Source: an optimization exercise on an open RTL-to-GDS flow (aim: small area and a short achievable clock period). Production flows keep margins and buffers that such runs may drop. Only simulation tests tie the RTL to the original design; equivalence was not proved.

## alpha
==> flow/design.v (excerpt) <==
module intt4point(
    input clk, rst,
    input [15:0] in0, in1, in2, in3,
    output [15:0] out0, out1, out2, out3
);
export LEC_CHECK = 0
export CAP_MARGIN = 20
export CORE_MARGIN = 2
export CORE_UTILIZATION = 75
export CTS_BUF_LIST = sky130_fd_sc_hd__clkbuf_8
export CTS_CLUSTER_DIAMETER = 100
export CTS_CLUSTER_SIZE = 30
export SLEW_MARGIN = 60
create_clock -name core_clock -period 95.0 [get_ports {clk}]
standard.sh (not shown) runs the stock make flow with config.mk's settings and CLKGATE_MAP_FILE= SYNTH_SCRIPT=/design/flow/synth_recipe.tcl, a recipe that flattens the netlist after the stock synthesis.
==> flow/flow/run.sh <==
#!/bin/bash
# Standard ORFS layout, with one extra step between synthesis and floorplan:
# flow/fixinv.py removes inverters between full adders by flipping the
# polarity of self-dual full-adder cells (registers and ports untouched)
# and gives the latest-arriving input of each full adder its fastest pin.
# Port buffers are plain sky130 buf_1 cells instead of the delay buffer that
# buffer_ports picks by default; every input and output still gets its buffer.
set -euo pipefail
export BUFFER_PORTS_ARGS="-buffer_cell sky130_fd_sc_hd__buf_1"
cd "$(dirname "$0")/.."
R=orfs/results/${FLOW_PLATFORM:-sky130hd}/intt4point/base
bash standard.sh synth > synth.log 2>&1
cp $R/1_2_yosys.v 1_2_yosys.orig.v
python3 flow/fixinv.py 1_2_yosys.orig.v $R/1_2_yosys.v > fixinv.log 2>&1
rm -f $R/1_synth.odb $R/1_synth.sdc
bash standard.sh > layout.log 2>&1
Other scripts of this flow, unchanged in this note and not shown: flow/flow/fixinv.py
The inputs of beta differ from those of alpha as listed below.
- CTS_CLUSTER_SIZE no longer set, was 30
- CORE_UTILIZATION now 85, was 75
- CTS_CLUSTER_DIAMETER no longer set, was 100
## What came out
Maximum clock frequency delta (beta − alpha): unfavourable
Met3 layer usage reported by global route in beta vs alpha: up 11 points
beta — met3 wirelength from detailed routing 220% higher, alpha as reference
Hold slack on beta is behind alpha.
Reported for alpha and beta, critical path depth turned out identical to the last digit.
Against alpha, beta comes in 0.084 ns lower on post-placement setup slack.
Summary — finished layout cell area, beta relative to alpha: higher, by 85 um2.
[compare] base=alpha new=beta: detailed-router iteration count before antenna repair rose 3.
Changes in gamma relative to beta:
- SLEW_MARGIN changed from 60 to 70
- CORE_UTILIZATION changed from 85 to 75
Notes after the runs:
Measured against each other, gamma and beta differ in post-place setup slack, the lower figure coming from beta.
Sort gamma and beta by final critical-path required period, descending, and beta comes first.
[compare] base=beta new=gamma: largest incremental delay on the critical path moved down, fmax moved up, via count moved down.

* * *

## the previous run
intt4point, a different RTL version from the one above (not shown whole).
Size in the first run: about 1,200 cells after synthesis, about 130 I/O pins, ~13,000 µm² of cells after synthesis.
==> flow/config.mk <==
export PLATFORM = sky130hd
export DESIGN_NAME = intt4point
export DESIGN_NICKNAME = intt4point
export VERILOG_FILES = /design/flow/design.v
export SDC_FILE = /design/flow/constraint.sdc
export NUM_CORES = 4
export LEC_CHECK = 0
export CAP_MARGIN = 20
export CORE_MARGIN = 2
export CORE_UTILIZATION = 40
export SLEW_MARGIN = 20
==> flow/constraint.sdc <==
create_clock -name core_clock -period 95.0 [get_ports {clk}]
set_input_delay 19.0000 -clock core_clock [delete_from_list [all_inputs] [get_ports {clk}]]
set_output_delay 19.0000 -clock core_clock [all_outputs]
set_load 0.01 [all_outputs]
==> flow/flow/run.sh <==
#!/bin/bash
# Standard ORFS layout, with one extra step between synthesis and floorplan:
# flow/fixinv.py removes inverters between full adders by flipping the
# polarity of self-dual full-adder cells (registers and ports untouched).
set -euo pipefail
cd "$(dirname "$0")/.."
R=orfs/results/${FLOW_PLATFORM:-sky130hd}/intt4point/base
bash standard.sh synth > synth.log 2>&1
cp $R/1_2_yosys.v 1_2_yosys.orig.v
python3 flow/fixinv.py 1_2_yosys.orig.v $R/1_2_yosys.v > fixinv.log 2>&1
rm -f $R/1_synth.odb $R/1_synth.sdc
bash standard.sh > layout.log 2>&1
Other scripts of this flow, unchanged in this note and not shown: flow/flow/fixinv.py
The following lists how the current run was set up differently from the previous run:
diff --git a/flow/flow/run.sh b/flow/flow/run.sh
--- a/flow/flow/run.sh
+++ b/flow/flow/run.sh
@@ -4,0 +5,2 @@
+# Port buffers are plain sky130 buf_2 cells instead of the delay buffer that
+# buffer_ports picks by default; every input and output still gets its buffer.
@@ -5,0 +8 @@
+export BUFFER_PORTS_ARGS="-buffer_cell sky130_fd_sc_hd__buf_2"
diff --git a/flow/config.mk b/flow/config.mk
--- a/flow/config.mk
+++ b/flow/config.mk
@@ -10 +10 @@
-export CORE_UTILIZATION = 40
+export CORE_UTILIZATION = 60
Notes after the runs:
The current run vs. the previous run: wire length of the first global-routing pass dropped 2.9 mm. Lower post-layout worst setup margin goes to the previous run over the current run. Between the previous run and the current run, the delay of the slowest critical-path stage is higher for the previous run. In the current run the routed wire length turned out about 7% lower than in the previous run. Comparing the previous run and the current run, the lower non-clock buffer area fraction after layout is on the current run.

* * *

Setup of build 29:
intt4point with an RTL version that a note above also has.
For scale: roughly 950 cells after synthesis, about 130 I/O pins.
Design intt4point, start of the top module:
module intt4point(
    input clk, rst,
    input [15:0] in0, in1, in2, in3,
    output [15:0] out0, out1, out2, out3
);
  wire s1 = in0[0] ^ in2[0];
  wire c2 = in0[0] & in2[0];
  wire s3 = in0[1] ^ in2[1] ^ c2;
  wire c4 = (in0[1] & in2[1]) | (in0[1] & c2) | (in2[1] & c2);
  wire s5 = in0[2] ^ in2[2] ^ c4;
  wire c6 = (in0[2] & in2[2]) | (in0[2] & c4) | (in2[2] & c4);
  wire s7 = in0[3] ^ in2[3] ^ c6;
  wire c8 = (in0[3] & in2[3]) | (in0[3] & c6) | (in2[3] & c6);
  wire s9 = in0[4] ^ in2[4] ^ c8;
  wire c10 = (in0[4] & in2[4]) | (in0[4] & c8) | (in2[4] & c8);
  wire s11 = in0[5] ^ in2[5] ^ c10;
  wire c12 = (in0[5] & in2[5]) | (in0[5] & c10) | (in2[5] & c10);
  wire s13 = in0[6] ^ in2[6] ^ c12;
  wire c14 = (in0[6] & in2[6]) | (in0[6] & c12) | (in2[6] & c12);
  wire s15 = in0[7] ^ in2[7] ^ c14;
  wire c16 = (in0[7] & in2[7]) | (in0[7] & c14) | (in2[7] & c14);
  wire s17 = in0[8] ^ in2[8] ^ c16;
  wire c18 = (in0[8] & in2[8]) | (in0[8] & c16) | (in2[8] & c16);
  wire s19 = in0[9] ^ in2[9] ^ c18;
  wire c20 = (in0[9] & in2[9]) | (in0[9] & c18) | (in2[9] & c18);
  wire s21 = in0[10] ^ in2[10] ^ c20;
  wire c22 = (in0[10] & in2[10]) | (in0[10] & c20) | (in2[10] & c20);
  wire s23 = in0[11] ^ in2[11] ^ c22;
  wire c24 = (in0[11] & in2[11]) | (in0[11] & c22) | (in2[11] & c22);
  wire s25 = in0[12] ^ in2[12] ^ c24;
  wire c26 = (in0[12] & in2[12]) | (in0[12] & c24) | (in2[12] & c24);
  wire s27 = in1[0] ^ in3[0];
  wire c28 = in1[0] & in3[0];
  wire s29 = in1[1] ^ in3[1] ^ c28;
  wire c30 = (in1[1] & in3[1]) | (in1[1] & c28) | (in3[1] & c28);
  wire s31 = in1[2] ^ in3[2] ^ c30;
  wire c32 = (in1[2] & in3[2]) | (in1[2] & c30) | (in3[2] & c30);
  wire s33 = in1[3] ^ in3[3] ^ c32;
  ...
Settings: LEC_CHECK=0, CAP_MARGIN=20, CORE_MARGIN=2, CORE_UTILIZATION=70, CTS_BUF_LIST=sky130_fd_sc_hd__clkbuf_8, SLEW_MARGIN=50; clock period 95.0 ns.
==> flow/flow/run.sh <==
#!/bin/bash
# Standard ORFS layout, with one extra step between synthesis and floorplan:
# flow/fixinv.py removes inverters between full adders by flipping the
# polarity of self-dual full-adder cells (registers and ports untouched)
# and gives the latest-arriving input of each full adder its fastest pin;
# flip-flops and inverters driving four or more pins get the x2 drive.
# Port buffers are plain sky130 buf_1 cells instead of the delay buffer that
# buffer_ports picks by default; every input and output still gets its buffer.
set -euo pipefail
export BUFFER_PORTS_ARGS="-buffer_cell sky130_fd_sc_hd__buf_1"
cd "$(dirname "$0")/.."
R=orfs/results/${FLOW_PLATFORM:-sky130hd}/intt4point/base
bash standard.sh synth > synth.log 2>&1
cp $R/1_2_yosys.v 1_2_yosys.orig.v
python3 flow/fixinv.py 1_2_yosys.orig.v $R/1_2_yosys.v > fixinv.log 2>&1
rm -f $R/1_synth.odb $R/1_synth.sdc
bash standard.sh > layout.log 2>&1
Other scripts of this flow, unchanged in this note and not shown: flow/flow/fixinv.py
[inputs] build 69 vs build 29
- a change of SLEW_MARGIN from 50 to 60
- a change of CTS_BUF_LIST from sky130_fd_sc_hd__clkbuf_8 to sky130_fd_sc_hd__clkbuf_16
- a change of CORE_UTILIZATION from 70 to 80
--- outcome ---
Build 69 | stages: all done | timing, DRC, antenna: all pass
Total wire length after detailed routing on build 69 is up relative to build 29.
The final area was comparable across build 69 and build 29.
Sequential share of layout area essentially unchanged between build 29 and build 69.
Build 69 against build 29.
From build 29 to build 69 the numbers moved as follows: number of inserted filler cells in the final layout shrank by 530, layout-stage area growth over the synthesis result held steady, total routing usage reported by global routing grew by 12 points, count of vias placed by the detailed router grew by 814.
#### Input delta (build 5 over build 69)
- a change of CTS_BUF_LIST from sky130_fd_sc_hd__clkbuf_16 to sky130_fd_sc_hd__clkbuf_8
- a change of CORE_UTILIZATION from 80 to 75
[summary]
- Sort build 5 and build 69 by data arrival time at the worst-slack endpoint desc -> top: build 69
- Reported for build 5 and build 69, count of mapped cells out of synthesis turned out identical to the last digit.
- Row setup slack: build 5 higher / build 69 lower
- The die extent in y in build 5 sits about 3% above the value recorded for build 69.
- Delta (build 5 minus build 69): total core area now sits higher, final-layout worst hold slack fell by 0.030 ns, cell area fell by 0.67%.

* * *

intt4point with an RTL version that a note above also has.
Size: about 1200 cells after synthesis, ~130 I/O pins, roughly 13000 um2 of cells after synthesis.
## intt4point
module intt4point(
    input clk, rst,
    input [15:0] in0, in1, in2, in3,
    output [15:0] out0, out1, out2, out3
);
export LEC_CHECK = 0
export CAP_MARGIN = 20
export CORE_MARGIN = 2
export CORE_UTILIZATION = 60
export CTS_BUF_LIST = sky130_fd_sc_hd__clkbuf_8
export SLEW_MARGIN = 60
create_clock -name core_clock -period 95.0 [get_ports {clk}]
==> flow/flow/run.sh <==
#!/bin/bash
# Standard ORFS layout, with one extra step between synthesis and floorplan:
# flow/fixinv.py removes inverters between full adders by flipping the
# polarity of self-dual full-adder cells (registers and ports untouched).
# Port buffers are plain sky130 buf_2 cells instead of the delay buffer that
# buffer_ports picks by default; every input and output still gets its buffer.
set -euo pipefail
export BUFFER_PORTS_ARGS="-buffer_cell sky130_fd_sc_hd__buf_2"
cd "$(dirname "$0")/.."
R=orfs/results/${FLOW_PLATFORM:-sky130hd}/intt4point/base
bash standard.sh synth > synth.log 2>&1
cp $R/1_2_yosys.v 1_2_yosys.orig.v
python3 flow/fixinv.py 1_2_yosys.orig.v $R/1_2_yosys.v > fixinv.log 2>&1
rm -f $R/1_synth.odb $R/1_synth.sdc
bash standard.sh > layout.log 2>&1
Other scripts of this flow, unchanged in this note and not shown: flow/flow/fixinv.py
The starting point finished clean.
Edit:
--- a/flow/flow/run.sh
+++ b/flow/flow/run.sh
@@ -4,6 +4,3 @@
 # polarity of self-dual full-adder cells (registers and ports untouched).
-# Port buffers are plain sky130 buf_2 cells instead of the delay buffer that
-# buffer_ports picks by default; every input and output still gets its buffer.
 set -euo pipefail
-export BUFFER_PORTS_ARGS="-buffer_cell sky130_fd_sc_hd__buf_2"
 cd "$(dirname "$0")/.."
Settings changed: CORE_UTILIZATION 60 to 40, CTS_BUF_LIST sky130_fd_sc_hd__clkbuf_8 to not set, SLEW_MARGIN 60 to 90.
Result: Worst setup slack gets worse by 50 ns. Design area went up by 88%. Via count went up by 74%. Clock-buffer cell count is unchanged. First-iteration DRC count went up to 3.1 times its value.
Edit:
--- a/flow/flow/run.sh
+++ b/flow/flow/run.sh
@@ -4,3 +4,6 @@
 # polarity of self-dual full-adder cells (registers and ports untouched).
+# Port buffers are plain sky130 buf_2 cells instead of the delay buffer that
+# buffer_ports picks by default; every input and output still gets its buffer.
 set -euo pipefail
+export BUFFER_PORTS_ARGS="-buffer_cell sky130_fd_sc_hd__buf_2"
 cd "$(dirname "$0")/.."
Settings changed: CORE_UTILIZATION 40 to 60, CTS_BUF_LIST set to sky130_fd_sc_hd__clkbuf_4, CTS_CLUSTER_SIZE set to 30, SLEW_MARGIN 90 to 20.
Outcome: The changed run passed the timing, DRC and antenna checks. Worst setup slack improved by 49 ns. First-iteration DRC count goes down by about 70%. Critical path depth falls by 102. Final area decreases by 47%. Area after synthesis is unchanged.

* * *

Starting RTL as in the previous note.
clock: 95.0 ns
lec_check: 0
cap_margin: 20
core_margin: 2
core_utilization: 60
cts_buf_list: sky130_fd_sc_hd__clkbuf_8
slew_margin: 60
==> flow/flow/run.sh <==
#!/bin/bash
# Standard ORFS layout, with one extra step between synthesis and floorplan:
# flow/fixinv.py removes inverters between full adders by flipping the
# polarity of self-dual full-adder cells (registers and ports untouched).
# Port buffers are plain sky130 buf_2 cells instead of the delay buffer that
# buffer_ports picks by default; every input and output still gets its buffer.
set -euo pipefail
export BUFFER_PORTS_ARGS="-buffer_cell sky130_fd_sc_hd__buf_2"
cd "$(dirname "$0")/.."
R=orfs/results/${FLOW_PLATFORM:-sky130hd}/intt4point/base
bash standard.sh synth > synth.log 2>&1
cp $R/1_2_yosys.v 1_2_yosys.orig.v
python3 flow/fixinv.py 1_2_yosys.orig.v $R/1_2_yosys.v > fixinv.log 2>&1
rm -f $R/1_synth.odb $R/1_synth.sdc
bash standard.sh > layout.log 2>&1
==> flow/flow/fixinv.py <==
#!/usr/bin/env python3
"""Remove inverters between full adders by flipping full-adder polarity.

A full adder is self-dual: FA(~a, ~b, ~c) = (~sum, ~cout). This pass
collapses inverter chains, chooses for every sky130 fa cell whether it
computes the true or the complemented function, and re-inserts only the
inverters the chosen polarities need. Registers, ports and all other cells
are left as they are. usage: fixinv.py IN.v OUT.v
"""
import re, sys
from collections import defaultdict

OUTPINS = {'X', 'Y', 'Q', 'Q_N', 'SUM', 'COUT', 'HI', 'LO'}
src = open(sys.argv[1]).read()
inst_re = re.compile(r'^  (sky130_fd_sc_hd__\w+) (\S+(?: )?) \(\n(.*?)\n  \);\n', re.S | re.M)
pin_re = re.compile(r'\.(\w+)\((.*?)\)(?:,)?$')

cells = []
first = None; last = None
for m in inst_re.finditer(src):
    if first is None: first = m.start()
    last = m.end()
    pins = []
    for line in m.group(3).split('\n'):
        pm = pin_re.match(line.strip())
        if not pm: raise SystemExit('cannot parse pin line: ' + line)
        pins.append([pm.group(1), pm.group(2)])
    cells.append({'type': m.group(1), 'name': m.group(2), 'pins': pins})
head = src[:first]; tail = src[last:]
if inst_re.sub('', src[first:last]).strip():
    raise SystemExit('unparsed text between instances')

ports = set()
for m in re.finditer(r'^\s*(input|output)\s+(?:\[(\d+):(\d+)\]\s+)?(\w+);', head, re.M):
    if m.group(2):
        for i in range(int(m.group(3)), int(m.group(2)) + 1): ports.add(f'{m.group(4)}[{i}]')
    else:
        ports.add(m.group(4))

def is_inv(c):
    return re.match(r'sky130_fd_sc_hd__(clk)?inv_\d+$', c['type']) is not None

driver = {}
for c in cells:
    for p, n in c['pins']:
        if p in OUTPINS: driver[n] = (c, p)

removable = []
for c in cells:
    if is_inv(c):
        pd = dict(c['pins'])
        if pd['Y'] not in ports and pd['A'] != 'clk':
            c['rm'] = True; removable.append(c)

def root(n):
    par = 0
    while n in driver and driver[n][0].get('rm'):
        n = dict(driver[n][0]['pins'])['A']; par ^= 1
    return n, par

fa = [c for c in cells if c['type'].startswith('sky130_fd_sc_hd__fa_')]
for c in fa:
    c['flip'] = 0
    c['can'] = all(n not in ports for p, n in c['pins'] if p in OUTPINS)

# loads: (cell, pin index, root, parity)
loads = defaultdict(list)
for c in cells:
    if c.get('rm'): continue
    for i, (p, n) in enumerate(c['pins']):
        if p in OUTPINS: continue
        r, par = root(n)
        loads[r].append((c, i, par))
# roots whose logical value is required at a port through a removed inverter chain cannot happen
# (inverters driving ports are kept).

ha_in = {}   # id(ha) -> {'A': (root, par), 'B': (root, par)}
for c in cells:
    if c.get('rm') or not c['type'].startswith('sky130_fd_sc_hd__ha_'): continue
    d = {}
    for p, n in c['pins']:
        if p in ('A', 'B'): d[p] = root(n)
    ha_in[id(c)] = d
partner = defaultdict(set)
for d in ha_in.values():
    partner[d['A'][0]].add(d['B'][0]); partner[d['B'][0]].add(d['A'][0])

def rootflip(r):
    d = driver.get(r)
    return d[0].get('flip', 0) if d else 0

def is_ha(c): return c['type'].startswith('sky130_fd_sc_hd__ha_')
def pinneed(c, i, par, r):
    """1 if this load pin needs the complement of root r's physical net."""
    n = par ^ rootflip(r) ^ c.get('flip', 0)
    if n and is_ha(c):
        pa = ha_in[id(c)]
        other = pa['B'] if c['pins'][i][0] == 'A' else pa['A']
        if other[1] ^ rootflip(other[0]):
            return 0     # both inputs complemented: becomes xor2 + nor2
    return n
def need(r):
    return any(pinneed(c, i, par, r) for c, i, par in loads[r])

fa_roots = defaultdict(set)   # fa cell -> roots it touches
for r, ls in loads.items():
    for c, i, par in ls:
        if c in fa: fa_roots[id(c)].add(r)
for c in fa:
    for p, n in c['pins']:
        if p in OUTPINS: fa_roots[id(c)].add(n)
for c in fa:
    extra_r = set()
    for r in fa_roots[id(c)]: extra_r |= partner.get(r, set())
    fa_roots[id(c)] |= extra_r

before = sum(1 for r in loads if need(r))
import random, math
rng = random.Random(1)
flippable = [c for c in fa if c['can']]
def total(): return sum(1 for r in loads if need(r))
def greedy():
    improved = True
    while improved:
        improved = False
        for c in flippable:
            rs = fa_roots[id(c)]
            old = sum(1 for r in rs if need(r))
            c['flip'] ^= 1
            new = sum(1 for r in rs if need(r))
            if new < old: improved = True
            else: c['flip'] ^= 1
greedy()
cur = total(); best = cur; bestf = [c['flip'] for c in flippable]
T = 2.0
steps = 400000 if flippable else 0
for it in range(steps):
    c = rng.choice(flippable)
    rs = fa_roots[id(c)]
    old = sum(1 for r in rs if need(r))
    c['flip'] ^= 1
    new = sum(1 for r in rs if need(r))
    dlt = new - old
    if dlt <= 0 or rng.random() < math.exp(-dlt / T):
        cur += dlt
        if cur < best:
            best = cur; bestf = [x['flip'] for x in flippable]
    else:
        c['flip'] ^= 1
    T = max(0.05, 2.0 * (1 - it / steps))
for c, f in zip(flippable, bestf): c['flip'] = f
greedy()
after = total()

newwires = []; newcells = []
invnet = {}
k = 0
nconv = 0
for c in cells:
    if c.get('rm') or not is_ha(c): continue
    d = ha_in[id(c)]
    if (d['A'][1] ^ rootflip(d['A'][0])) and (d['B'][1] ^ rootflip(d['B'][0])):
        c['conv'] = True; nconv += 1
for r, ls in loads.items():
    f = rootflip(r)
    for c, i, par in ls:
        if c.get('conv'):
            c['pins'][i][1] = r
            continue
        if par ^ f ^ c.get('flip', 0):
            if r not in invnet:
                k += 1
                nn = f'_fixinv_n{k}_'
                invnet[r] = nn; newwires.append(nn)
                newcells.append({'type': 'sky130_fd_sc_hd__inv_1', 'name': f'_fixinv_c{k}_',
                                 'pins': [['A', r], ['Y', nn]]})
            c['pins'][i][1] = invnet[r]
        else:
            c['pins'][i][1] = r

def emit(c):
    if c.get('conv'):
        d = dict(c['pins'])
        return (f'  sky130_fd_sc_hd__xor2_1 {c["name"]}_x (\n    .A({d["A"]}),\n    .B({d["B"]}),\n    .X({d["SUM"]})\n  );\n'
                f'  sky130_fd_sc_hd__nor2_1 {c["name"]}_n (\n    .A({d["A"]}),\n    .B({d["B"]}),\n    .Y({d["COUT"]})\n  );\n')
    body = ',\n'.join(f'    .{p}({n})' for p, n in c['pins'])
    return f'  {c["type"]} {c["name"]} (\n{body}\n  );\n'

out = head.rstrip('\n') + '\n' + ''.join(f'  wire {w};\n' for w in newwires)
out += ''.join(emit(c) for c in cells if not c.get('rm')) + ''.join(emit(c) for c in newcells) + tail
open(sys.argv[2], 'w').write(out)
print(f'fixinv: {len(removable)} inverters removed, {len(newcells)} added; '
      f'{sum(c["flip"] for c in fa)} of {len(fa)} full adders flipped; {nconv} half adders to xor2+nor2; roots needing inverter {before} -> {after}',
      file=sys.stderr)
The first run ran to the end with no violations.
Edit:
--- a/flow/flow/run.sh
+++ b/flow/flow/run.sh
@@ -4,6 +4,3 @@
 # polarity of self-dual full-adder cells (registers and ports untouched).
-# Port buffers are plain sky130 buf_2 cells instead of the delay buffer that
-# buffer_ports picks by default; every input and output still gets its buffer.
 set -euo pipefail
-export BUFFER_PORTS_ARGS="-buffer_cell sky130_fd_sc_hd__buf_2"
 cd "$(dirname "$0")/.."
--- a/flow/flow/fixinv.py
+++ b/flow/flow/fixinv.py
@@ -76,13 +76,2 @@
 
-ha_in = {}   # id(ha) -> {'A': (root, par), 'B': (root, par)}
-for c in cells:
-    if c.get('rm') or not c['type'].startswith('sky130_fd_sc_hd__ha_'): continue
-    d = {}
-    for p, n in c['pins']:
-        if p in ('A', 'B'): d[p] = root(n)
-    ha_in[id(c)] = d
-partner = defaultdict(set)
-for d in ha_in.values():
-    partner[d['A'][0]].add(d['B'][0]); partner[d['B'][0]].add(d['A'][0])
-
 def rootflip(r):
@@ -91,14 +80,5 @@
 
-def is_ha(c): return c['type'].startswith('sky130_fd_sc_hd__ha_')
-def pinneed(c, i, par, r):
-    """1 if this load pin needs the complement of root r's physical net."""
-    n = par ^ rootflip(r) ^ c.get('flip', 0)
-    if n and is_ha(c):
-        pa = ha_in[id(c)]
-        other = pa['B'] if c['pins'][i][0] == 'A' else pa['A']
-        if other[1] ^ rootflip(other[0]):
-            return 0     # both inputs complemented: becomes xor2 + nor2
-    return n
 def need(r):
-    return any(pinneed(c, i, par, r) for c, i, par in loads[r])
+    f = rootflip(r)
+    return any((par ^ f ^ c.get('flip', 0)) for c, i, par in loads[r])
 
@@ -111,6 +91,2 @@
         if p in OUTPINS: fa_roots[id(c)].add(n)
-for c in fa:
-    extra_r = set()
-    for r in fa_roots[id(c)]: extra_r |= partner.get(r, set())
-    fa_roots[id(c)] |= extra_r
 
@@ -157,8 +133,2 @@
 k = 0
-nconv = 0
-for c in cells:
-    if c.get('rm') or not is_ha(c): continue
-    d = ha_in[id(c)]
-    if (d['A'][1] ^ rootflip(d['A'][0])) and (d['B'][1] ^ rootflip(d['B'][0])):
-        c['conv'] = True; nconv += 1
 for r, ls in loads.items():
@@ -166,5 +136,2 @@
     for c, i, par in ls:
-        if c.get('conv'):
-            c['pins'][i][1] = r
-            continue
         if par ^ f ^ c.get('flip', 0):
@@ -181,6 +148,2 @@
 def emit(c):
-    if c.get('conv'):
-        d = dict(c['pins'])
-        return (f'  sky130_fd_sc_hd__xor2_1 {c["name"]}_x (\n    .A({d["A"]}),\n    .B({d["B"]}),\n    .X({d["SUM"]})\n  );\n'
-                f'  sky130_fd_sc_hd__nor2_1 {c["name"]}_n (\n    .A({d["A"]}),\n    .B({d["B"]}),\n    .Y({d["COUT"]})\n  );\n')
     body = ',\n'.join(f'    .{p}({n})' for p, n in c['pins'])
@@ -192,3 +155,3 @@
 print(f'fixinv: {len(removable)} inverters removed, {len(newcells)} added; '
-      f'{sum(c["flip"] for c in fa)} of {len(fa)} full adders flipped; {nconv} half adders to xor2+nor2; roots needing inverter {before} -> {after}',
+      f'{sum(c["flip"] for c in fa)} of {len(fa)} full adders flipped; roots needing inverter {before} -> {after}',
       file=sys.stderr)
CORE_UTILIZATION = 40   (was 60)
CTS_BUF_LIST = not set   (was sky130_fd_sc_hd__clkbuf_8)
Sequential cell count stays the same. Worst setup slack loses 700 ps. Non-clock buffer count does not change. Count of clock-buffer cells in the layout increases by 4. Final cell count grows by 9.4%.

==> afterwards: timing with drivers on the ports <==
The results above use ideal ports. As a check the final layouts listed here were re-extracted and re-timed, cells and wires unchanged. Step 1: set_driving_cell puts a clkbuf_16 on clk and a buf_2 on each other input, an assumption about the parent block. Step 2 also shifts input and output timing later by t, the mid clock arrival at the registers, as if the neighbouring blocks saw the same clock. a / b / c = ideal ports / drivers / drivers and shift; a / b = the first two.
| run | t (ns) | setup slack, ns | hold WS [ns] | worst data-port slew with drivers (ns) |
|---|---|---|---|---|
| alpha | 0.373 | 67.856 / 67.827 / 68.200 | 19.064 / 19.053 / 19.426 | 0.05 |
| beta | 0.403 | 67.107 / 67.077 / 67.481 | 18.992 / 18.998 / 19.401 | 0.09 |
| gamma | 0.393 | 67.907 / 67.877 / 68.270 | 19.039 / 19.029 / 19.422 | 0.07 |
| the previous run | 0.356 | 66.630 / 66.592 / 66.948 | 19.351 / 19.336 / 19.692 | 0.04 |
| the current run | 0.357 | 67.309 / 67.274 / 67.631 | 19.036 / 19.021 / 19.378 | 0.04 |
| build 29 | 0.367 | 68.149 / 68.119 / 68.487 | 19.077 / 19.068 / 19.436 | 0.04 |
| build 69 | 0.364 | 67.805 / 67.768 / 68.132 | 19.098 / 19.082 / 19.446 | 0.06 |
| build 5 | 0.366 | 68.150 / 68.120 / 68.486 | 19.068 / 19.062 / 19.428 | 0.06 |
| the first run of note 4 | 0.387 | 67.547 / 67.515 / 67.902 | 18.988 / 18.980 / 19.367 | 0.04 |
| the second run of note 4 | 0.388 | 17.919 / 17.874 / 18.262 | 18.875 / 18.881 / 19.269 | 0.06 |
| the third run of note 4 | 0.453 | 67.196 / 67.163 / 67.615 | 18.933 / 18.926 / 19.379 | 0.04 |
| the first run of note 5 | 0.363 | 67.716 / 67.685 / 68.048 | 19.013 / 19.009 / 19.372 | 0.04 |
| the second run of note 5 | 0.359 | 67.012 / 66.971 / 67.330 | 19.062 / 19.054 / 19.413 | 0.04 |
After both steps setup and hold are still met in every run listed.
